From an optimization exercise on the open Yosys and OpenROAD flow, aimed at small area and a short achievable clock period; shortcuts taken in it are not production practice.
Only simulation tests tie the RTL to the original design; equivalence was not proved.
Power is estimated from default activity; no workload was simulated.

File: config.mk
export PLATFORM = sky130hd
export DESIGN_NAME = mips_pipe
export DESIGN_NICKNAME = mips_pipe
export VERILOG_FILES = /design/flow/design.v
export SDC_FILE = /design/flow/constraint.sdc
export NUM_CORES = 4
export LEC_CHECK = 0
export CAP_MARGIN = 20
export CORE_MARGIN = 2
export CORE_UTILIZATION = 40
export CTS_BUF_LIST = sky130_fd_sc_hd__clkbuf_8
export CTS_CLUSTER_SIZE = 30
export PLACE_DENSITY = 0.55
export SETUP_SLACK_MARGIN = 5
export SLEW_MARGIN = 20
File: constraint.sdc
create_clock -name core_clock -period 11.0 [get_ports {clk}]
set_input_delay 2.2000 -clock core_clock [delete_from_list [all_inputs] [get_ports {clk}]]
set_output_delay 2.2000 -clock core_clock [all_outputs]
set_load 0.01 [all_outputs]
File: design.v
`timescale 1ns / 1ps
module mips_pipe(
	input clk,
	input rst_n,
	input [6:0] sw,
	input buttonpress,
	output [6:0] imem_addr,
	input [31:0] imem_rdata,
	output dmem_we,
	output dmem_re,
	output [4:0] dmem_addr,
	output [31:0] dmem_wdata,
	input [31:0] dmem_rdata,
	output [31:0] smg_data,
	output [7:0] led
);
localparam [3:0] OT_R   = 4'd0;   
localparam [3:0] OT_SH  = 4'd1;   
localparam [3:0] OT_CL  = 4'd2;   
localparam [3:0] OT_AI  = 4'd3;   
localparam [3:0] OT_LI  = 4'd4;   
localparam [3:0] OT_LU  = 4'd5;   
localparam [3:0] OT_JR  = 4'd6;   
localparam [3:0] OT_J   = 4'd7;   
localparam [3:0] OT_BR  = 4'd8;   
localparam [3:0] OT_LW  = 4'd9;   
localparam [3:0] OT_SW  = 4'd10;  
localparam [3:0] OT_ER  = 4'd11;  
localparam [3:0] OT_SC  = 4'd12;  
localparam [3:0] OT_NOP = 4'd13;  
reg [6:0] pc_if;
reg [6:0] pc_id;
reg to_syscall, to_button, has_int, start_int, int_id, resetflag;
reg [8:0] count;
reg [6:0] int_pc;
reg [3:0] hold_ot;
reg [4:0] op;
reg [4:0] ra1, ra2, ra3;
reg two_bubble;
reg bubble_two;
reg [31:0] sel_a, sel_b;  
reg [15:0] tp_lo;        
reg tp_hi;
reg imm_sel;
reg [6:0] tgt;           
reg ex_valid, ex_ld, ex_st, ex_br, ex_jr, ex_j, ex_sc;
reg sa_ex, sa_wbd, sa_wbl, sb_ex, sb_wbd, sb_wbl;
reg [31:0] alu_out;
reg [31:0] xm_sw;
reg [4:0] xm_rd;
reg xm_valid, xm_ld, xm_st;
reg [31:0] mw_data;
reg mw_isld;
reg [4:0] mw_rd;
reg mw_valid;
reg [31:0] rf [0:31];
reg [31:0] rfv;
reg [31:0] smg;
reg [7:0] led_r;
assign imem_addr = pc_if;
assign dmem_we = xm_st;
assign dmem_re = xm_ld;
assign dmem_addr = alu_out[6:2];
assign dmem_wdata = xm_sw;
assign smg_data = smg;
assign led = led_r;
wire [31:0] ir = imem_rdata;
wire [31:0] outdata = mw_isld ? dmem_rdata : mw_data;
reg [3:0] d_ot;
reg [4:0] d_op;
always @(*) begin
	d_ot = hold_ot;
	d_op = op;
	if (ir == 32'h0) begin
		d_ot = OT_NOP;
		d_op = 5'h0;
	end else if (ir == 32'h4200_0018) begin
		d_ot = OT_ER;
	end else if (ir == 32'h0000_000C) begin
		d_ot = OT_SC;
		d_op = 5'h12;
	end else begin
		case (ir[31:26])
		6'h00: begin
			if (ir[5:0] == 6'b001000) begin d_ot = OT_JR; d_op = 5'h12; end
			else if (ir[5:0] == 6'b000000) begin d_ot = OT_SH; d_op = 5'hD; end
			else if (ir[5:0] == 6'b000010) begin d_ot = OT_SH; d_op = 5'hE; end
			else if (ir[5:0] == 6'b000011) begin d_ot = OT_SH; d_op = 5'hF; end
			else begin
				d_ot = OT_R;
				case (ir[5:0])
				6'h20, 6'h21: d_op = 5'h01;
				6'h22, 6'h23: d_op = 5'h02;
				6'h24: d_op = 5'h03;
				6'h25: d_op = 5'h04;
				6'h26: d_op = 5'h05;
				6'h27: d_op = 5'h06;
				6'h04: d_op = 5'h0D;
				6'h06: d_op = 5'h0E;
				6'h07: d_op = 5'h0F;
				default: ;
				endcase
			end
		end
		6'h1C: begin
			if (ir[5:0] == 6'h21) begin d_ot = OT_CL; d_op = 5'h1E; end
			else if (ir[5:0] == 6'h20) begin d_ot = OT_CL; d_op = 5'h1F; end
		end
		6'h08: begin d_ot = OT_AI; d_op = 5'h01; end
		6'h0C: begin d_ot = OT_LI; d_op = 5'h03; end
		6'h0D: begin d_ot = OT_LI; d_op = 5'h04; end
		6'h0E: begin d_ot = OT_LI; d_op = 5'h05; end
		6'h0F: begin d_ot = OT_LU; d_op = 5'h10; end
		6'h09: begin d_ot = OT_LU; d_op = 5'h11; end
		6'h02: begin d_ot = OT_J;  d_op = 5'h13; end
		6'h04: begin d_ot = OT_BR; d_op = 5'h0B; end
		6'h05: begin d_ot = OT_BR; d_op = 5'h0C; end
		6'h07: begin d_ot = OT_BR; d_op = 5'h07; end
		6'h06: begin d_ot = OT_BR; d_op = 5'h0A; end
		6'h01: begin d_ot = OT_BR; d_op = ir[16] ? 5'h08 : 5'h09; end
		6'h23: begin d_ot = OT_LW; d_op = 5'h01; end
		6'h2B: begin d_ot = OT_SW; d_op = 5'h01; end
		default: ;
		endcase
	end
end
reg [4:0] d_ra1, d_ra2, d_ra3;
always @(*) begin
	d_ra1 = ra1;
	d_ra2 = ra2;
	d_ra3 = ra3;
	case (d_ot)
	OT_NOP: begin d_ra1 = 5'h0; d_ra2 = 5'h0; d_ra3 = 5'h0; end
	OT_R:  begin d_ra1 = ir[25:21]; d_ra2 = ir[20:16]; d_ra3 = ir[15:11]; end
	OT_SH: begin d_ra1 = ir[20:16]; d_ra3 = ir[15:11]; end
	OT_CL: begin d_ra1 = ir[25:21]; d_ra3 = ir[15:11]; end
	OT_AI, OT_LI, OT_LW: begin d_ra1 = ir[25:21]; d_ra3 = ir[20:16]; end
	OT_LU: d_ra3 = ir[20:16];
	OT_JR: d_ra1 = ir[25:21];
	OT_BR, OT_SW: begin d_ra1 = ir[25:21]; d_ra2 = ir[20:16]; end
	OT_SC: d_ra1 = 5'h2;
	default: ;
	endcase
end
wire [31:0] tp = {{16{tp_hi}}, tp_lo};
reg [31:0] rfa, rfb;
integer i;
always @(*) begin
	rfa = 32'h0;
	rfb = 32'h0;
	for (i = 0; i < 32; i = i + 1) begin
		rfa = rfa | ({32{sel_a[i]}} & rf[i]);
		rfb = rfb | ({32{sel_b[i]}} & rf[i]);
	end
end
wire [31:0] d1 = rfa | ({32{sa_ex}} & alu_out) | ({32{sa_wbd}} & mw_data) | ({32{sa_wbl}} & dmem_rdata);
wire [31:0] f2 = rfb | ({32{sb_ex}} & alu_out) | ({32{sb_wbd}} & mw_data) | ({32{sb_wbl}} & dmem_rdata);
wire [31:0] d2 = imm_sel ? tp : f2;
function [5:0] clz32;
	input [31:0] x;
	integer k;
	reg found;
	begin
		clz32 = 6'd32;
		found = 1'b0;
		for (k = 31; k >= 0; k = k - 1)
			if (!found && x[k]) begin
				clz32 = 31 - k;
				found = 1'b1;
			end
	end
endfunction
function [31:0] rev32;
	input [31:0] x;
	integer k;
	begin
		for (k = 0; k < 32; k = k + 1)
			rev32[k] = x[31 - k];
	end
endfunction
wire sub = (op == 5'h02);
wire [32:0] sum_t = {d1, 1'b1} + {d2 ^ {32{sub}}, sub};
wire [31:0] sum = sum_t[32:1];
wire sh_left = (op == 5'h0D);
wire fill = (op == 5'h0F) && d1[31];
wire [31:0] sh0 = sh_left ? rev32(d1) : d1;
wire [31:0] sh1 = d2[0] ? {fill, sh0[31:1]} : sh0;
wire [31:0] sh2 = d2[1] ? {{2{fill}}, sh1[31:2]} : sh1;
wire [31:0] sh3 = d2[2] ? {{4{fill}}, sh2[31:4]} : sh2;
wire [31:0] sh4 = d2[3] ? {{8{fill}}, sh3[31:8]} : sh3;
wire [31:0] sh5 = d2[4] ? {{16{fill}}, sh4[31:16]} : sh4;
wire [31:0] shr = (|d2[31:5]) ? {32{fill}} : sh5;
wire [5:0] lz = clz32((op == 5'h1E) ? ~d1 : d1);
reg [31:0] walu;
always @(*) begin
	case (op)
	5'h01, 5'h02: walu = sum;
	5'h03: walu = d1 & d2;
	5'h04: walu = d1 | d2;
	5'h05: walu = d1 ^ d2;
	5'h06: walu = ~(d1 | d2);
	5'h0D: walu = rev32(shr);
	5'h0E, 5'h0F: walu = shr;
	5'h10: walu = {d2[15:0], d1[15:0]};
	5'h11: walu = {d1[31:16], d2[15:0]};
	5'h12: walu = d1;
	5'h13: walu = d2;
	5'h1E, 5'h1F: walu = {26'h0, lz};
	default: walu = 32'h0;
	endcase
end
wire d1_zero = (d1 == 32'h0);
reg flag;
always @(*) begin
	case (op)
	5'h07: flag = !d1[31] && !d1_zero;
	5'h08: flag = !d1[31];
	5'h09: flag = d1[31];
	5'h0A: flag = d1[31] || d1_zero;
	5'h0B: flag = (d1 == d2);
	5'h0C: flag = (d1 != d2);
	default: flag = 1'b0;
	endcase
end
wire pc_jump = (ex_br && flag) || ex_jr || ex_j;
wire ir_bubble = pc_jump || ex_sc || bubble_two;
wire [6:0] target = ex_jr ? d1[8:2] : tgt;
wire bub = ir_bubble || buttonpress;
wire rti = !bub && d_ot == OT_ER;
wire [3:0] l_ot = bub ? OT_NOP : d_ot;
wire [4:0] l_op = bub ? 5'h0 : d_op;
wire [4:0] l_ra1 = bub ? 5'h0 : d_ra1;
wire [4:0] l_ra2 = bub ? 5'h0 : d_ra2;
wire [4:0] l_ra3 = bub ? 5'h0 : d_ra3;
wire kill = bub || two_bubble;
wire syscall = (ir == 32'h0000_000C);
wire rti_nj = !(ex_sc || bubble_two || buttonpress) && d_ot == OT_ER;
wire [6:0] int_vec = {1'b1, 3'b000, int_id, 2'b00};
wire [6:0] npc_j = start_int ? int_vec : target;
wire [6:0] npc_n = rti_nj ? int_pc : (start_int ? int_vec : pc_if + 7'd1);
wire [6:0] next_pc = pc_jump ? npc_j : npc_n;
always @(posedge clk or negedge rst_n) begin
	if (!rst_n) begin
		pc_if <= 7'h0;
		int_pc <= 7'h0;
		count <= 9'h0;
		resetflag <= 1'b0;
		has_int <= 1'b0;
		start_int <= 1'b0;
	end else begin
		pc_if <= next_pc;
		if (start_int && to_syscall)
			int_pc <= pc_if - 7'd1;
		else if (start_int && to_button)
			int_pc <= pc_if - 7'd2;
		if (has_int) begin
			if (count == 9'd500) begin
				resetflag <= 1'b1;
				count <= 9'h0;
			end else begin
				resetflag <= 1'b0;
				count <= count + 9'h1;
			end
			has_int <= !(rti || resetflag);
			start_int <= 1'b0;
		end else if (buttonpress || syscall) begin
			has_int <= 1'b1;
			start_int <= 1'b1;
		end
	end
end
always @(posedge clk) begin
	pc_id <= pc_if;
	to_syscall <= syscall;
	to_button <= buttonpress;
	if (!has_int && (buttonpress || syscall))
		int_id <= buttonpress;
end
always @(posedge clk or negedge rst_n) begin
	if (!rst_n) begin
		hold_ot <= OT_R;
		op <= 5'h0;
		ra1 <= 5'h0;
		ra2 <= 5'h0;
		ra3 <= 5'h0;
		two_bubble <= 1'b1;
		bubble_two <= 1'b0;
		ex_valid <= 1'b0;
		ex_ld <= 1'b0;
		ex_st <= 1'b0;
		ex_br <= 1'b0;
		ex_jr <= 1'b0;
		ex_j <= 1'b0;
		ex_sc <= 1'b0;
	end else begin
		hold_ot <= l_ot;
		op <= l_op;
		ra1 <= l_ra1;
		ra2 <= l_ra2;
		ra3 <= l_ra3;
		two_bubble <= 1'b0;
		bubble_two <= !bubble_two && ir_bubble;
		ex_valid <= !kill && (d_ot == OT_R || d_ot == OT_SH || d_ot == OT_CL || d_ot == OT_AI
			|| d_ot == OT_LI || d_ot == OT_LU || d_ot == OT_LW);
		ex_ld <= !kill && d_ot == OT_LW;
		ex_st <= !kill && d_ot == OT_SW;
		ex_br <= !kill && d_ot == OT_BR;
		ex_jr <= !kill && d_ot == OT_JR;
		ex_j <= !kill && d_ot == OT_J;
		ex_sc <= !kill && d_ot == OT_SC;
	end
end
wire fwd_a = d_ot != OT_LU;
wire [4:0] d_pa1 = (d_ot == OT_SH) ? ra2 : d_ra1;
wire [31:0] rfv_next = rfv | ({31'h0, mw_valid} << mw_rd);
wire xm_memld = xm_ld && alu_out != 32'h74;
wire fa_ex = fwd_a && ex_valid && d_ra1 == ra3;
wire fa_wb = fwd_a && xm_valid && d_ra1 == xm_rd && !fa_ex;
wire fb_ex = ex_valid && d_ra2 == ra3;
wire fb_wb = xm_valid && d_ra2 == xm_rd && !fb_ex;
always @(posedge clk) begin
	sel_a <= (fa_ex || fa_wb) ? 32'h0 : ((32'h1 << d_pa1) & rfv_next);
	sel_b <= (fb_ex || fb_wb) ? 32'h0 : ((32'h1 << d_ra2) & rfv_next);
	sa_ex <= fa_ex;
	sa_wbd <= fa_wb && !xm_memld;
	sa_wbl <= fa_wb && xm_memld;
	sb_ex <= fb_ex;
	sb_wbd <= fb_wb && !xm_memld;
	sb_wbl <= fb_wb && xm_memld;
	tp_lo <= (d_ot == OT_SH) ? {11'h0, ir[10:6]} : ir[15:0];
	tp_hi <= (d_ot == OT_AI || d_ot == OT_LW || d_ot == OT_SW) && ir[15];
	imm_sel <= d_ot == OT_SH || d_ot == OT_AI || d_ot == OT_LI || d_ot == OT_LU
		|| d_ot == OT_LW || d_ot == OT_SW || d_ot == OT_J;
	tgt <= (d_ot == OT_J) ? ir[6:0] : pc_id + ir[6:0] + 7'd1;
end
always @(posedge clk or negedge rst_n) begin
	if (!rst_n) begin
		xm_valid <= 1'b0;
		xm_ld <= 1'b0;
		xm_st <= 1'b0;
		mw_valid <= 1'b0;
		rfv <= 32'h0;
		smg <= 32'h0;
		led_r <= 8'hFD;
	end else begin
		xm_valid <= ex_valid;
		xm_ld <= ex_ld;
		xm_st <= ex_st;
		mw_valid <= xm_valid;
		if (mw_valid)
			rfv[mw_rd] <= 1'b1;
		if (xm_st && alu_out == 32'h78)
			smg <= xm_sw;
		else if (xm_st && alu_out == 32'h7C)
			led_r <= xm_sw[7:0];
	end
end
always @(posedge clk) begin
	alu_out <= walu;
	xm_sw <= f2;
	xm_rd <= ra3;
	mw_data <= (xm_ld && alu_out == 32'h74) ? {25'h0, sw} : alu_out;
	mw_isld <= xm_memld;
	mw_rd <= xm_rd;
	if (mw_valid)
		rf[mw_rd] <= outdata;
end
endmodule
File: run.sh
#!/bin/bash
# synth_recipe.tcl (not shown) runs the flow's synth.tcl, then flattens the netlist and writes it again
# the make line also repeats each setting of config.mk as NAME=value (left out here)
make -C /OpenROAD-flow-scripts/flow DESIGN_CONFIG=/design/flow/config.mk WORK_HOME=/design/flow/orfs CLKGATE_MAP_FILE= SYNTH_SCRIPT=/design/flow/synth_recipe.tcl finish
==> flow_summary.toml, run 1 <==
[status]
status = "finished with violations"
so_faults = "antenna rules"

[sta]
finalCritPeriodShare = 0.5458
final.setup_skew_ns = 0.09707
timing.fmax_ghz = 0.1666
setup_viol = 0
maxSlewHeadroom = 0.1647
rsz0062_at_grt = "true"
finalSetupTns_ns = 0
fin_hold_ws_ns = 0.3610
min_period_ns = 6.003
worst_pin_slew_ns = 1.253
drv_slew = 0
hold_viol = 0

[layout]
drive_gt1_frac = 0.1551
final_cells = 7875
nNetsFinal = 5672
syn2layout_area_growth_pct = 15.39
final_area_um2 = 74630

[route]
wl_mm = 351.1
drt-wirelength-per-cell_um = 44.58
viasPerCell = 7.466
drt_iter0_markers = 13650
first_pass_iters = 13
via_count = 58800
route.detailed.drc = 0
detail-route-antenna-nets = 1

[cts]
ctsHoldBuffers = 0
cts-root-buf = "clkbuf_8"
h-tree-depth = 4
clk_path_buf_depth = 3
cts.clk_slew.worst_paths_ns = 0.07
clock-sinks = 1371
clock_latency_ns = 1.07
numCtsBuffers = 227
cts_tree = "built"

[synthesis]
ys_seq_area_frac = 0.5936
ys_types = 105
syn_nets = 5440
ys.warnings.count = 1
syn_area_um2 = 64670
synth_flop_cell = "edfxtp_1"
yosys_register_bits = 1371
syn_area_per_cell_um2 = 12.31
synth-async-reset-ratio = 0.09847
synthCells = 5253
synth-edff-count = 1025

[grt]
grtUsageTotal = 0.4139
grt_max_degree = 72
grt_pass1_vias = 54950
antenna_found_initial = 17
grt_pass1_wl_mm = 465.4
grt_overflow = 0

[floorplanning]
die_w_um = 406.1
initial_core_util = 0.4028
core_um2 = 160600
io_pins = 160
die_height_um = 406.1
die_area_um2 = 164900
core.rowCount = 147

[power]
p_comb_frac = 0.290
power.density_nw_per_um2 = 213.4
switchingPower_mw = 5.823
p_leak_nw = 26.85
vdd_drop_max_uv = 160.4
clock_power_share = 0.288
p_sw_frac = 0.3656
p_seq_frac = 0.421
p_int_mw = 10.10

[place]
dp.cells = 7383
numPortBuffers = 159
dp_hpwl_mm = 205.5
routabilityCongestion = 1.067
placed_area_um2 = 69230

[worst_setup_path]
critPathArrivalTime_ns = 6.94
endpoint_kind = "flop"
critical_path_class = "input pin to flop"
worstPathMaxFanout = 8
required_ns = 11.94
cp-start-kind = "input pin"

[run]
maxCapViolations = 0

[worst_hold_path]
hold_class = "flop to flop"
path summary, 6_finish.rpt:
check	from	to	slack, ns	cells after the start
worst max-delay path	dmem_rdata[0]	alu_out[29]	5.00	12
worst min-delay path	ex_st	xm_st	0.36	0
worst max register to register	sel_b[1]	pc_if[0]	5.09	19
worst min register to register	ex_st	xm_st	0.36	0
max in group asynchronous	rst_n	rfv[22]	8.33	2
min in group asynchronous	rst_n	smg[4]	1.16	1
registers in the layout, summed over array words and instances (netlist names), 8 cells and up:
name     flops
sel_b       32
tp_lo       16
rfv         32
rf        1024
mw_data     32
xm_sw       32
alu_out     32
count        9
smg         32
sel_a       32
led_r        8
cell type report:
cell class | count | area [um^2]
flip-flops and latches | 1371 | 38490
diodes | 30 | 75.07
clock buffers | 253 | 3482
clock inverters | 176 | 1017
repair buffers | 402 | 3523
inverters | 104 | 406.6
fillers | 14490 | 85940
multi-input cells | 3379 | 24930
well taps | 2160 | 2703
layer usage:
metal	global-route usage	wire length, um	vias to the layer above	part of all wire
met5	0.01487	466	-	0.0013
met4	0.2863	31600	10	0.090
met3	0.1870	60020	1762	0.17
met2	0.5529	136000	6402	0.39
met1	0.5275	123000	28690	0.35
li1	-	-	21940	-
layout by cell type (no fill, tap or decap), types with 34 or more instances in the layout:
cell type | Yosys | layout
mux2i_1 | 120 | 113
nor4_1 | 128 | 115
clkinv_2 | 0 | 34
nand4_1 | 198 | 198
inv_1 | 103 | 181
and3_1 | 59 | 47
dfrtp_1 | 127 | 127
ha_1 | 112 | 109
xnor2_1 | 78 | 75
a21oi_1 | 167 | 165
edfxtp_1 | 1025 | 1025
or3_1 | 50 | 40
clkinv_1 | 0 | 40
dfxtp_1 | 211 | 140
a22oi_1 | 641 | 641
a22o_1 | 203 | 203
nor2_1 | 256 | 234
nand3_1 | 73 | 72
buf_4 | 13 | 232
nor3_1 | 59 | 53
dfxtp_2 | 0 | 69
nand2_1 | 261 | 256
a21o_1 | 68 | 68
mux2_2 | 87 | 87
clkbuf_8 | 0 | 253
a221oi_1 | 225 | 224
o21ai_0 | 101 | 97
clkdlybuf4s50_1 | 0 | 150
a222oi_1 | 68 | 68
cells by family (layout without fill, tap and decap cells):
group / after synthesis / count (layout) / synth area share
compound gates: 1740 / 1741 / 0.2067
flops: 1371 / 1371 / 0.5936
simple gates: 1209 / 1209 / 0.09691
buf+inv: 504 / 935 / 0.03169
mux: 210 / 210 / 0.03477
fa+ha+maj: 113 / 113 / 0.02198
xor+xnor: 105 / 105 / 0.01422
other cells: 1 / 31 / 0.00005798
worst max-delay path: stages:
cell and delay, ns:
clkdlybuf4s50_1 0.57, a222oi_1 0.27, nand4_1 0.12, or3_1 0.65, o21ai_0 0.97, mux2_2 0.36, nand2_1 0.09, a31oi_1 0.47
mux2i_1 0.40, o32ai_2 0.32, o221ai_2 0.25, a21o_1 0.24
power groups by stage:
stage	Sequential, mW	Clock, mW	Combinational [mW]
CTS	6.67	4.57	4.26
detailed placement	6.77	0	4.18
global placement	6.78	0	4.17
global route	6.71	4.78	4.79
finish	6.71	4.59	4.63
floorplan	6.55	0	2.52
cells in the mapped netlist, drive strengths merged, types with 68 or more instances:
cell    count  area (um^2)
edfxtp   1025        30780
a22oi     642         4825
clkbuf    278         1044
nand2     261        979.7
nor2      257        967.2
a221oi    228         2027
dfxtp     211         4224
a22o      203         1778
nand4     198         1239
a21oi     167        835.8
nor4      132        877.1
dfrtp     127         3178
buf       122        615.6
mux2i     121         1224
ha        112         1401
o21ai     106        530.5
inv       104        390.4
mux2       87        979.7
xnor2      78        683.2
nand3      73        365.4
a21o       68        510.5
a222oi     68        680.7
stage by stage:
stage,worst slack (ns),power (mW),util
2_1_floorplan,4.957,9.073,-
3_3_place_gp,3.072,10.95,0.4312
3_5_place_dp,3.052,10.95,0.4312
4_1_cts,4.952,15.50,0.4609
5_1_grt,4.945,16.28,0.4644
6_report,4.997,15.92,0.4648
what timing repair did:
item | in CTS | in global routing
cloned | 1 | 2
endpoints found under the setup margin | 123 | 122
pin swaps | 5 | 14
buffers inserted | 11 | 19
resized for setup | 37 | 77
hold endpoints to repair | 0 | 0
==> inputs of run 2 (changes only) <==
==> flow/run.sh (new file) <==
#!/bin/bash
set -euo pipefail
bash standard.sh SETUP_SLACK_MARGIN=6 finish > flow_make.log 2>&1
==> standard.sh (new file) <==
#!/bin/bash
# synth_recipe.tcl (not shown) runs the flow's synth.tcl, then flattens the netlist and writes it again
# the make line also repeats each setting of config.mk as NAME=value (left out here)
make -C /OpenROAD-flow-scripts/flow DESIGN_CONFIG=/design/flow/config.mk WORK_HOME=/design/flow/orfs CLKGATE_MAP_FILE= SYNTH_SCRIPT=/design/flow/synth_recipe.tcl "${@:-finish}"
--- a/config.mk
+++ b/config.mk
@@ -8,8 +8,8 @@
 export CAP_MARGIN = 20
 export CORE_MARGIN = 2
-export CORE_UTILIZATION = 40
+export CORE_UTILIZATION = 55
 export CTS_BUF_LIST = sky130_fd_sc_hd__clkbuf_8
 export CTS_CLUSTER_SIZE = 30
-export PLACE_DENSITY = 0.55
+export PLACE_DENSITY = 0.65
 export SETUP_SLACK_MARGIN = 5
 export SLEW_MARGIN = 20
removed: run.sh
==> flow_summary.toml, run 2 <==
[status]
status = "finished clean"

[place]
dp_hpwl_mm = 192.7
placed_area_um2 = 68570
numPortBuffers = 159
routabilityCongestion = 1.042
dp.cells = 6712

[sta]
timing.fmax_ghz = 0.1831
worst_pin_slew_ns = 1.281
final.setup_skew_ns = 0.06689
finalCritPeriodShare = 0.4965
fin_hold_ws_ns = 0.3447
setup_viol = 0
rsz0062_at_grt = "true"
finalSetupTns_ns = 0
maxSlewHeadroom = 0.1457
drv_slew = 0
min_period_ns = 5.461
hold_viol = 0

[layout]
layout_commonest_cell = "edfxtp_1"
nNetsFinal = 5783
final_area_um2 = 76870
drive_gt1_frac = 0.2237
fillers = 8797
largest-register = "rf"
final_cell_mix = "edfxtp_1 (1025), a22oi_1 (630), buf_4 (310)"
final_util = 0.6606
syn2layout_area_growth_pct = 18.87
layout.area.seq_um2 = 38510
largest_reg_flops = 1024
final_cells = 7335
multi_input_area_um2 = 26860

[floorplanning]
core_um2 = 116400
initial_core_util = 0.5558
die_w_um = 346.9
die_area_um2 = 120300
core.rowCount = 125
io_pins = 160
die_height_um = 346.9

[synthesis]
synth.area.mux_share = 0.03477
ys_types = 105
syn_area_per_cell_um2 = 12.31
synth.most_common_cell = "edfxtp_1"
synth_flop_cell = "edfxtp_1"
synth-edff-count = 1025
synth_common_cells = "edfxtp_1 (1025), a22oi_1 (641), clkbuf_1 (278), nand2_1 (261), nor2_1 (256)"
synth_area_leaders = "edfxtp_1 (48%), a22oi_1 (7.4%), dfxtp_1 (6.5%)"
yosysTopAreaCell = "edfxtp_1"
yosys_register_bits = 1371
synth_compound_area_frac = 0.2067
syn_nets = 5440
synthCells = 5253
synth_top_family_by_area = "compound AO/OA/AOI/OAI gates"
ys_seq_area_frac = 0.5936
syn_area_um2 = 64670
synth-async-reset-ratio = 0.09847
ys.warnings.count = 1
synth_top_cell_area_share = 0.4759
synth_adder_area_share = 0.02198
synthXorXnorAreaFrac = 0.01422
synthSimpleGateAreaFrac = 0.09691

[cts]
clock-sinks = 1371
ctsHoldBuffers = 0
numCtsBuffers = 219
cts_tree = "built"
cts.clk_slew.worst_paths_ns = 0.06
cts-root-buf = "clkbuf_8"
h-tree-depth = 4
clk_path_buf_depth = 3
clock_latency_ns = 1.00

[route]
detail-route-antenna-nets = 0
wl_mm = 341.9
drt-wirelength-per-cell_um = 46.61
viasPerCell = 8.366
first_pass_iters = 14
via_count = 61360
drt_iter0_markers = 15250
route.detailed.drc = 0

[worst_setup_path]
endpoint_kind = "flop"
cp-start-kind = "flop"
required_ns = 11.85
crit_start = "sel_a[5]"
critical_path_class = "flop to flop"
worstPathMaxFanout = 17
r2r_start = "sel_a[5]"
critPathArrivalTime_ns = 6.31

[power]
p_int_mw = 10.59
p_comb_frac = 0.317
power.density_nw_per_um2 = 216.4
p_seq_frac = 0.406
clock_power_share = 0.277
vdd_drop_max_uv = 151.2
switchingPower_mw = 6.043
p_sw_frac = 0.3632
p_leak_nw = 27.89

[grt]
grt_overflow = 0
antenna_found_initial = 23
grt_pass1_vias = 56150
grt_max_degree = 72
grt_pass1_wl_mm = 456.1
grtUsageTotal = 0.5513

[worst_hold_path]
hold_start = "ex_ld"
hold_class = "flop to flop"

[run]
maxCapViolations = 0
[run 2: final timing paths]
| check | end | slack, ns | cells past startpoint |
|---|---|---|---|
| worst max-delay path | ex_br | 5.54 | 18 |
| worst min-delay path | xm_ld | 0.34 | 0 |
| worst max register to register | ex_br | 5.54 | 18 |
| worst min register to register | xm_ld | 0.34 | 0 |
| max in group asynchronous | rfv[22] | 8.33 | 2 |
| min in group asynchronous | smg[3] | 1.25 | 1 |
[run 2: worst max-delay path, stage by stage, from the launching register on]
cell and delay (ns):
dfxtp_2 1.10, buf_4 0.60, a22oi_1 0.20, nand4_1 0.12, or3_1 0.14, buf_4 0.31
clkinvlp_4 0.29, ha_1 0.39, nor4_4 0.34, nand4_1 0.17, nor2_1 0.14, o31ai_1 0.08
and4b_1 0.23, a2111oi_4 0.33, buf_6 0.18, buf_12 0.12, nand2_8 0.06, or2_4 0.30
nor4_2 0.14
[run 2: area by class of cell]
type,count,share of cell area
timing repair inverter,1,0.0001139
multi-input combinational,3382,0.3494
clock buffer,268,0.04798
sequential,1371,0.5009
antenna,27,0.0008789
inverter,104,0.005908
clock inverter,141,0.01130
timing repair buffer,517,0.05866
tap,1524,0.02480
[run 2: layer usage]
layer	routed length, um	global-route usage	vias up
met2	128900	0.7231	7647
met3	67660	0.3035	2403
met5	324	0.009604	-
met4	36330	0.4147	29
met1	108600	0.6710	29090
li1	-	-	22190
[run 2: per-stage QoR]
| stage | total power [mW] | setup WS [ns] |
|---|---|---|
| 2_1_floorplan | 9.178 | 5.045 |
| 3_5_place_dp | 10.95 | 3.091 |
| 6_report | 16.64 | 5.539 |
| 5_1_grt | 16.92 | 5.578 |
| 3_3_place_gp | 10.92 | 3.181 |
| 4_1_cts | 15.99 | 5.791 |
[run 2: power by group through the flow]
stage | Combinational (mW) | Clock, mW | Sequential, mW
finish | 5.27 | 4.61 | 6.76
global route | 5.41 | 4.77 | 6.74
CTS | 4.75 | 4.54 | 6.70
detailed placement | 4.15 | 0 | 6.80
global placement | 4.12 | 0 | 6.80
floorplan | 2.63 | 0 | 6.55
[run 2: cell families (layout without fill, tap and decap cells)]
| family | after synthesis | after routing |
|---|---|---|
| xor+xnor | 105 | 105 |
| simple gates | 1209 | 1211 |
| fa+ha+maj | 113 | 113 |
| other cells | 1 | 28 |
| compound gates | 1740 | 1742 |
| buf+inv | 504 | 1031 |
| mux | 210 | 210 |
| flops | 1371 | 1371 |
[run 2: timing repair]
item	4_1_cts	5_1_grt
pin swaps	145	67
gates cloned	6	4
endpoints found under the setup margin	144	137
setup buffers	133	44
gates resized for setup	431	237
==> inputs of run 3 (changes only) <==
==> flow/run.sh (replaced) <==
#!/bin/bash
# The standard layout (standard.sh: standard synthesis, floorplan, place, CTS, route),
# with these changes only:
set -euo pipefail
bash standard.sh SETUP_SLACK_MARGIN=6 MAX_REPAIR_ANTENNAS_ITER_DRT=10 \
  POST_GLOBAL_ROUTE_TCL="$PWD/flow/grt_post.tcl" finish > flow_make.log 2>&1
==> flow/grt_post.tcl (new file) <==
# After the standard global-route antenna repair: one more diode pass that also treats
# nets within 20% of the antenna ratio limits as violating, so that detailed routing is
# less likely to leave a violation behind.
repair_antennas -ratio_margin 20 -iterations 3
check_placement -verbose
check_antennas -report_file $::env(REPORTS_DIR)/grt_antennas_margin.log
==> flow_summary.toml, run 3 <==
[layout]
fillers = 8800
multi_input_area_um2 = 26860
final_area_um2 = 76900
nNetsFinal = 5783
layout.area.seq_um2 = 38510
syn2layout_area_growth_pct = 18.91
drive_gt1_frac = 0.2237
layout_commonest_cell = "edfxtp_1"
final_util = 0.6609
largest_reg_flops = 1024
largest-register = "rf"
final_cell_mix = "edfxtp_1 (1025), a22oi_1 (630), buf_4 (310)"

[sta]
worst_pin_slew_ns = 1.278
final.setup_skew_ns = 0.06521
finalCritPeriodShare = 0.4936
hold_viol = 0
finalSetupTns_ns = 0
min_period_ns = 5.429
maxSlewHeadroom = 0.1435
timing.fmax_ghz = 0.1842
drv_slew = 0
setup_viol = 0
layout_setup_ws_ns = 5.571

[synthesis]
ys_types = 105
syn_area_per_cell_um2 = 12.31
synth_flop_cell = "edfxtp_1"
ys_seq_area_frac = 0.5936
synth-async-reset-ratio = 0.09847
yosys_register_bits = 1371
synth-edff-count = 1025
synth.most_common_cell = "edfxtp_1"
ys.warnings.count = 1
syn_area_um2 = 64670
synthCells = 5253
syn_nets = 5440
synth_common_cells = "edfxtp_1 (1025), a22oi_1 (641), clkbuf_1 (278), nand2_1 (261), nor2_1 (256)"
synth_area_leaders = "edfxtp_1 (48%), a22oi_1 (7.4%), dfxtp_1 (6.5%)"
yosysTopAreaCell = "edfxtp_1"
synth_top_cell_area_share = 0.4759

[worst_setup_path]
endpoint_kind = "flop"
required_ns = 11.86
critical_path_class = "flop to flop"
critPathArrivalTime_ns = 6.29
worstPathMaxFanout = 17
max_stage_delay_ns = 1.09
path_delay_family = "simple AND/OR/NAND/NOR gates"
timing.critical_path.buf_inv = 5
cp-start-kind = "flop"
path_cells = "buf_4, a22oi_1, nand4_1, or3_1, buf_4, clkinvlp_4, ha_1, nor4_4, nand4_1, nor2_1, o31ai_1, and4b_1, a2111oi_4, buf_6, buf_12, nand2_8, or2_4, nor4_2"
cp_slowest_cell = "dfxtp_2"

[floorplanning]
core_um2 = 116400
io_pins = 160
die_height_um = 346.9
die_area_um2 = 120300
initial_core_util = 0.5558
die_w_um = 346.9
core.rowCount = 125

[grt]
grt.busiest_layer = "met2"
grt_use_met3 = 0.3035
grt_util_met2 = 0.7231
grt_pass1_wl_mm = 456.1
grt_pass1_vias = 56150
grt_overflow = 0
grtUsageTotal = 0.5513
antenna_found_initial = 23
grt.met1_usage = 0.6710
grt_max_degree = 72

[route]
drt-wirelength-per-cell_um = 46.54
wl_mm = 341.8
route.detailed.drc = 0
first_pass_iters = 15
via_count = 61570
detail-route-antenna-nets = 0
drt_iter0_markers = 15490
viasPerCell = 8.382

[cts]
ctsResizeCount = 431
clock_latency_ns = 1.00
numCtsBuffers = 219
clk_path_buf_depth = 3
h-tree-depth = 4
ctsHoldBuffers = 0
cts.clk_slew.worst_paths_ns = 0.06
cts-root-buf = "clkbuf_8"
clock-sinks = 1371
cts_tree = "built"
cts_setup_buffers = 133

[power]
power.density_nw_per_um2 = 216.4
p_leak_nw = 27.89
vdd_drop_max_uv = 152.9

[place]
placed_area_um2 = 68570
pre_cts_ws_ns = 3.091
numPortBuffers = 159
dp_hpwl_mm = 192.7
routabilityCongestion = 1.042

[status]
status = "finished clean"

[worst_hold_path]
hold_class = "flop to flop"

[run]
maxCapViolations = 0
[run 3: changes by cell type in the layout (fill, tap and decap cells not counted), sizes merged]
cell / change
diode: +10
[run 3: area by class of cell]
cell class / instances / area share
diodes: 37 / 0.001204
clock buffers: 268 / 0.04797
clock inverters: 141 / 0.01129
inverters: 104 / 0.005906
multi-input cells: 3382 / 0.3493
flip-flops and latches: 1371 / 0.5008
well taps: 1524 / 0.02480
repair buffers: 517 / 0.05864
repair inverters: 1 / 0.0001139
[run 3: worst register-to-register path: stages, from the launching register on]
cell and delay, ns:
dfxtp_2 1.09, buf_4 0.61, a22oi_1 0.23, nand4_1 0.12, or3_1 0.14, buf_4 0.33, clkinvlp_4 0.32, ha_1 0.39
nor4_4 0.33, nand4_1 0.17, nor2_1 0.13, o31ai_1 0.08, and4b_1 0.23, a2111oi_4 0.33, buf_6 0.18, buf_12 0.12
nand2_8 0.06, or2_4 0.30, nor4_2 0.14
[run 3: path summary, 6_finish.rpt]
check | start | slack [ns] | endpoint | depth (start not counted)
worst max-delay path | sel_a[5] | 5.57 | ex_br | 18
worst min-delay path | ex_ld | 0.35 | xm_ld | 0
worst max register to register | sel_a[5] | 5.57 | ex_br | 18
worst min register to register | ex_ld | 0.35 | xm_ld | 0
max in group asynchronous | rst_n | 8.34 | rfv[22] | 2
min in group asynchronous | rst_n | 1.24 | smg[3] | 1
[run 3: routing by layer]
metal | share of wire | vias up
met3 | 0.20 | 2417
met5 | 0.0010 | -
met4 | 0.11 | 26
li1 | - | 22200
met1 | 0.32 | 29210
met2 | 0.38 | 7718
[run 3: where the power goes]
part / switching [mW] / internal [mW] / total, mW
Combinational: 3.36 / 1.91 / 5.27
Sequential: 0.489 / 6.28 / 6.76
Clock: 2.19 / 2.41 / 4.60
[run 3: kinds of logic (layout without fill, tap and decap cells)]
| family | count (synthesis) | after routing | share of synthesized area |
|---|---|---|---|
| AO/OA/AOI/OAI | 1740 | 1742 | 0.2067 |
| flip-flops | 1371 | 1371 | 0.5936 |
| AND/OR/NAND/NOR | 1209 | 1211 | 0.09691 |
| buffers and inverters | 504 | 1031 | 0.03169 |
| multiplexers | 210 | 210 | 0.03477 |
| adder cells (fa/ha/maj) | 113 | 113 | 0.02198 |
| XOR/XNOR | 105 | 105 | 0.01422 |
| other | 1 | 38 | 0.00005798 |
[run 3: stage by stage]
| stage | hold slack (ns) | total power, mW | instances |
|---|---|---|---|
| after floorplan | 0.3312 | 9.178 | 5253 |
| after global placement | 0.3454 | 10.92 | 6711 |
| after detailed placement | 0.3396 | 10.95 | 6712 |
| after CTS | 0.3344 | 15.99 | 7260 |
| final | 0.3479 | 16.64 | 7345 |
==> inputs of run 4 (changes only) <==
--- a/config.mk
+++ b/config.mk
@@ -8,8 +8,8 @@
 export CAP_MARGIN = 20
 export CORE_MARGIN = 2
-export CORE_UTILIZATION = 55
+export CORE_UTILIZATION = 60
 export CTS_BUF_LIST = sky130_fd_sc_hd__clkbuf_8
 export CTS_CLUSTER_SIZE = 30
-export PLACE_DENSITY = 0.65
+export PLACE_DENSITY = 0.7
 export SETUP_SLACK_MARGIN = 5
 export SLEW_MARGIN = 20
==> flow_summary.toml, run 4 <==
[synthesis]
synth_compound_area_frac = 0.2067
synth_top_cell_area_share = 0.4759
synth_adder_area_share = 0.02198
ys.warnings.count = 1
synth_flop_cell = "edfxtp_1"
syn_area_um2 = 64670
synth-edff-count = 1025
ys_seq_area_frac = 0.5936
syn_nets = 5440
synthCells = 5253
yosys_register_bits = 1371
synthSimpleGateAreaFrac = 0.09691
synth_area_leaders = "edfxtp_1 (48%), a22oi_1 (7.4%), dfxtp_1 (6.5%)"
ys_types = 105
synth_common_cells = "edfxtp_1 (1025), a22oi_1 (641), clkbuf_1 (278), nand2_1 (261), nor2_1 (256)"
synth-async-reset-ratio = 0.09847
synth.area.mux_share = 0.03477
synthXorXnorAreaFrac = 0.01422
yosysTopAreaCell = "edfxtp_1"
synth.most_common_cell = "edfxtp_1"
synth_top_family_by_area = "compound AO/OA/AOI/OAI gates"
syn_area_per_cell_um2 = 12.31

[grt]
grt_max_degree = 81
grt_overflow = 0
grt_pass1_vias = 56670
grtUsageTotal = 0.5846
antenna_found_initial = 22
grt_pass1_wl_mm = 446.0

[floorplanning]
io_pins = 160
initial_core_util = 0.6041
core.rowCount = 120
die_area_um2 = 110400
core_um2 = 107100
die_w_um = 332.3
die_height_um = 332.3

[worst_setup_path]
ff2ff_path_depth = 20
cp-start-kind = "flop"
required_ns = 11.83
critical_path_class = "flop to flop"
critPathArrivalTime_ns = 6.43
worstPathMaxFanout = 21
endpoint_kind = "flop"
r2r_slack_ns = 5.40

[sta]
hold_viol = 0
finalSetupTns_ns = 0
finalCritPeriodShare = 0.5090
final.setup_skew_ns = 0.05638
setup_viol = 0
drv_slew = 0
min_period_ns = 5.599
timing.fmax_ghz = 0.1786
maxSlewHeadroom = 0.1583
worst_pin_slew_ns = 1.263

[power]
vdd_drop_max_uv = 212.8
power.density_nw_per_um2 = 215.1
p_leak_nw = 27.68

[cts]
h-tree-depth = 4
cts_tree = "built"
cts_setup_buffers = 137
clock_latency_ns = 0.97
clock-sinks = 1371
ctsHoldBuffers = 0
cts.clk_slew.worst_paths_ns = 0.07
numCtsBuffers = 211
clk_path_buf_depth = 3
ctsResizeCount = 459
cts-root-buf = "clkbuf_8"

[run]
maxCapViolations = 0

[worst_hold_path]
hold_depth = 0
hold_class = "flop to flop"

[route]
wl_met2_mm = 123.3
viasPerCell = 8.602
top_layer_used = "met5"
drt-wirelength-per-cell_um = 46.26
drt-met1-wl_mm = 102.5
drt_iter0_markers = 17050
route.detailed.drc = 0
via_count = 61900
first_pass_iters = 33
wl_mm = 332.9
detail-route-antenna-nets = 0
dr_wl_met3_mm = 68.43

[place]
numPortBuffers = 159
placed_area_um2 = 68380
dp_hpwl_mm = 186.8
routabilityCongestion = 1.078

[layout]
nNetsFinal = 5773
largest_reg_flops = 1024
drive_gt1_frac = 0.2195
final_cell_mix = "edfxtp_1 (1025), a22oi_1 (634), buf_4 (316)"
largest-register = "rf"
fillers = 7454
layout_commonest_cell = "edfxtp_1"
syn2layout_area_growth_pct = 17.96
final_area_um2 = 76290

[status]
status = "finished clean"
## run 4: per-layer routing
metal  track usage  vias up
met4        0.4308       39
met1        0.6958    28920
met2        0.7590     8154
met3        0.3566     2627
met5       0.05645        -
li1              -    22170
## run 4: final timing paths
kind	start	to
min reg2reg	ex_ld	xm_ld
min in group asynchronous	rst_n	count[4]
max in group asynchronous	rst_n	rfv[29]
max reg2reg	sel_b[3]	ex_br
max	sel_b[3]	ex_br
min	ex_ld	xm_ld
## run 4: layout make-up
| class | count | area (um^2) | area share |
|---|---|---|---|
| sequential | 1371 | 38490 | 0.5045 |
| multi-input combinational | 3382 | 26830 | 0.3517 |
| timing repair buffer | 515 | 4511 | 0.05913 |
| clock buffer | 235 | 3234 | 0.04240 |
| tap | 1403 | 1755 | 0.02301 |
| clock inverter | 159 | 949.7 | 0.01245 |
| inverter | 104 | 445.4 | 0.005839 |
| antenna | 26 | 65.06 | 0.0008529 |
| timing repair inverter | 1 | 8.758 | 0.0001148 |
## run 4: where the power goes
part	switching, mW	leakage, nW	internal, mW
sequential	0.458	12.9	6.28
combinational	3.42	12.4	1.93
clock	2.15	2.37	2.18
## run 4: through the flow
stage          power, mW  utilization  cells  worst slack, ns  hold WS (ns)
3_5_place_dp       10.92       0.6388   6585            2.950        0.3416
2_1_floorplan      9.178            -   5253            5.045        0.3312
4_1_cts            15.72       0.7018   7125            5.783        0.3564
6_report           16.41       0.7126   7196            5.401        0.3531
3_3_place_gp       10.89       0.6385   6583            3.057        0.3350
## run 4: cells by family (layout without fill, tap and decap cells)
| family | after synthesis | in the layout |
|---|---|---|
| compound gates | 1740 | 1742 |
| flops | 1371 | 1371 |
| simple gates | 1209 | 1211 |
| buf+inv | 504 | 1014 |
| mux | 210 | 210 |
| fa+ha+maj | 113 | 113 |
| xor+xnor | 105 | 105 |
| other cells | 1 | 27 |
## run 4: worst max-delay path, cell delays in order (launching register included)
cell	delay, ns
dfxtp_2	0.97
buf_4	0.64
a22o_1	0.24
a221oi_1	0.08
nand4_1	0.24
or3_4	0.28
nor2_1	0.06
nor2_1	0.41
inv_1	0.10
ha_1	0.40
nor4_4	0.06
nand4_1	0.11
o21ai_0	0.10
o211ai_1	0.13
o31ai_1	0.10
a211o_1	0.32
a2111oi_4	0.38
buf_6	0.20
nand2_8	0.11
or2_4	0.31
nor4_2	0.16
==> inputs of run 5 (changes only) <==
--- a/config.mk
+++ b/config.mk
@@ -10,5 +10,6 @@
 export CORE_UTILIZATION = 60
 export CTS_BUF_LIST = sky130_fd_sc_hd__clkbuf_8
-export CTS_CLUSTER_SIZE = 30
+export CTS_CLUSTER_DIAMETER = 100
+export CTS_CLUSTER_SIZE = 12
 export PLACE_DENSITY = 0.7
 export SETUP_SLACK_MARGIN = 5
==> flow_summary.toml, run 5 <==
[status]
status = "finished clean"

[place]
placed_area_um2 = 68380
dp.cells = 6585
dp_hpwl_mm = 186.8
routabilityCongestion = 1.078
numPortBuffers = 159
pre_cts_ws_ns = 2.950

[power]
vdd_drop_max_uv = 162.3
power.density_nw_per_um2 = 202.5
power_mw = 15.21
p_leak_nw = 26.98

[layout]
final_area_um2 = 75100
syn2layout_area_growth_pct = 16.12
final_cell_mix = "edfxtp_1 (1025), a22oi_1 (635), buf_4 (340)"
largest-register = "rf"
final_cells = 7071
nNetsFinal = 5726
drive_gt1_frac = 0.2135
largest_reg_flops = 1024
layout_commonest_cell = "edfxtp_1"
final_util = 0.7015

[synthesis]
ys_types = 105
synthXorXnorAreaFrac = 0.01422
synth.area.mux_share = 0.03477
synth_area_leaders = "edfxtp_1 (48%), a22oi_1 (7.4%), dfxtp_1 (6.5%)"
synth_compound_area_frac = 0.2067
synth_top_cell_area_share = 0.4759
synth-async-reset-ratio = 0.09847
ys_seq_area_frac = 0.5936
synthCells = 5253
synth_adder_area_share = 0.02198
synth_common_cells = "edfxtp_1 (1025), a22oi_1 (641), clkbuf_1 (278), nand2_1 (261), nor2_1 (256)"
yosys_register_bits = 1371
synth_flop_cell = "edfxtp_1"
syn_area_um2 = 64670
synth.most_common_cell = "edfxtp_1"
synth-edff-count = 1025
syn_nets = 5440
ys.warnings.count = 1
synth_top_family_by_area = "compound AO/OA/AOI/OAI gates"
synthSimpleGateAreaFrac = 0.09691
syn_area_per_cell_um2 = 12.31
yosysTopAreaCell = "edfxtp_1"

[route]
wl_met2_mm = 122.9
first_pass_iters = 22
wl_mm = 332.5
detail-route-antenna-nets = 0
dr_wl_met3_mm = 69.06
drt-met1-wl_mm = 102.1
route.detailed.drc = 0
viasPerCell = 8.730
top_layer_used = "met5"
drt-wirelength-per-cell_um = 47.02
drt_iter0_markers = 16860
via_count = 61730

[worst_setup_path]
r2r_slack_ns = 5.56
required_ns = 11.80
ff2ff_path_depth = 23
cp-start-kind = "flop"
endpoint_kind = "flop"
critPathArrivalTime_ns = 6.24
reg2reg_to = "alu_out[28]"
worstPathMaxFanout = 17
crit_start = "sel_b[9]"
critical_path_class = "flop to flop"
r2r_start = "sel_b[9]"

[cts]
ctsHoldBuffers = 0
cts_setup_buffers = 140
ctsResizeCount = 484
h-tree-depth = 4
clock-sinks = 1371
cts.clk_slew.worst_paths_ns = 0.09
cts_tree = "built"
numCtsBuffers = 132
clk_path_buf_depth = 3
clock_latency_ns = 0.92
cts-root-buf = "clkbuf_8"

[sta]
timing.fmax_ghz = 0.1837
fin_hold_ws_ns = 0.3565
setup_viol = 0
finalSetupTns_ns = 0
maxSlewHeadroom = 0.1493
drv_slew = 0
hold_viol = 0
worst_pin_slew_ns = 1.273
final.setup_skew_ns = 0.05604
layout_setup_ws_ns = 5.557
min_period_ns = 5.443
finalCritPeriodShare = 0.4948

[grt]
antenna_found_initial = 25
grt_pass1_wl_mm = 443.8
grt_overflow = 0
grt_pass1_vias = 55960
grt_max_degree = 81
grtUsageTotal = 0.5824

[worst_hold_path]
hold_end = "xm_ld"
hold_class = "flop to flop"
hold_start = "ex_ld"
hold_depth = 0

[floorplanning]
io_pins = 160
core.rowCount = 120
initial_core_util = 0.6041
die_w_um = 332.3
die_area_um2 = 110400
die_height_um = 332.3
core_um2 = 107100

[run]
maxCapViolations = 0
[run 5: worst max path at each step]
stage	slack, ns	to	cells after the start
2_1_floorplan	5.04	ex_br	17
3_3_place_gp	3.06	ex_br	17
3_5_place_dp	2.95	ex_br	17
4_1_cts	5.76	alu_out[28]	23
6_report	5.56	alu_out[28]	23
[run 5: cell families (layout without fill, tap and decap cells)]
kind of cell	after synthesis	count (layout)
AOI/OAI and AO/OA	1740	1742
DFF	1371	1371
and+or+nand+nor	1209	1210
buffers and inverters	504	883
muxes	210	210
adders and majority gates	113	113
xor gates and xnor gates	105	105
other	1	34
[run 5: cell type report]
cell class | instances | area, um^2
Sequential cell | 1371 | 38490
Fill cell | 7581 | 31950
Multi-Input combinational cell | 3381 | 27130
Timing Repair Buffer | 548 | 4890
Clock buffer | 134 | 1844
Tap cell | 1403 | 1755
Inverter | 104 | 447.9
Clock inverter | 96 | 446.7
Antenna cell | 33 | 82.58
Timing Repair inverter | 1 | 8.758
[run 5: where the power goes]
group	internal, mW	leakage [nW]	switching (mW)	total (mW)
Combinational	2.00	12.6	3.46	5.46
Sequential	6.27	12.9	0.448	6.72
Clock	1.15	1.46	1.88	3.04
Total	9.42	27.0	5.79	15.2
[run 5: per-layer routing]
metal / vias up / track usage
met2: 8155 / 0.7509
met1: 28850 / 0.6973
met4: 39 / 0.4273
li1: 21990 / -
met5: - / 0.03213
met3: 2697 / 0.3607
[run 5: critical path: stages (launching register included)]
cell      delay (ns)
dfxtp_2         1.12
buf_4           0.66
a22oi_1         0.18
nand4_1         0.12
nor4_1          0.06
nand2_1         0.24
mux2i_4         0.14
buf_12          0.19
inv_16          0.05
xnor2_2         0.10
ha_2            0.30
and2_4          0.17
o21ai_2         0.16
nand2_1         0.08
a41oi_2         0.28
o31ai_4         0.10
o211ai_1        0.17
buf_4           0.19
o21a_4          0.17
o311ai_4        0.09
a41o_1          0.26
xnor2_2         0.18
o221ai_1        0.15
a21o_1          0.18

port drivers added, routing unchanged:
The results above use ideal ports. As a check the final layouts listed here were re-extracted and re-timed, cells and wires unchanged.
Step 1 assumes that a clkbuf_16 drives the clock port and a buf_2 every other input.
Step 2 times the ports against the registers' clock, not the clock port: input delays grow and output delays shrink by t, the midpoint of the rising clock arrivals with the driver on.
a / b / c = ideal ports / drivers / drivers and shift; a / b = the first two.
run | t (ns) | setup WS [ns] | worst slew at a driven data input, ns
run 1 | 1.099 | 4.997 / 5.046 / 3.947 | 0.05
run 2 | 1.050 | 5.539 / 5.539 / 4.697 | 0.07
run 3 | 1.054 | 5.571 / 5.571 / 4.738 | 0.07
run 4 | 1.019 | 5.401 / 5.401 / 4.624 | 0.06
run 5 | 0.974 | 5.557 / 5.557 / 4.747 | 0.14
The setup slack of run 1, which loses most, moves by +0.049 ns with the drivers and by -1.050 ns with both steps.
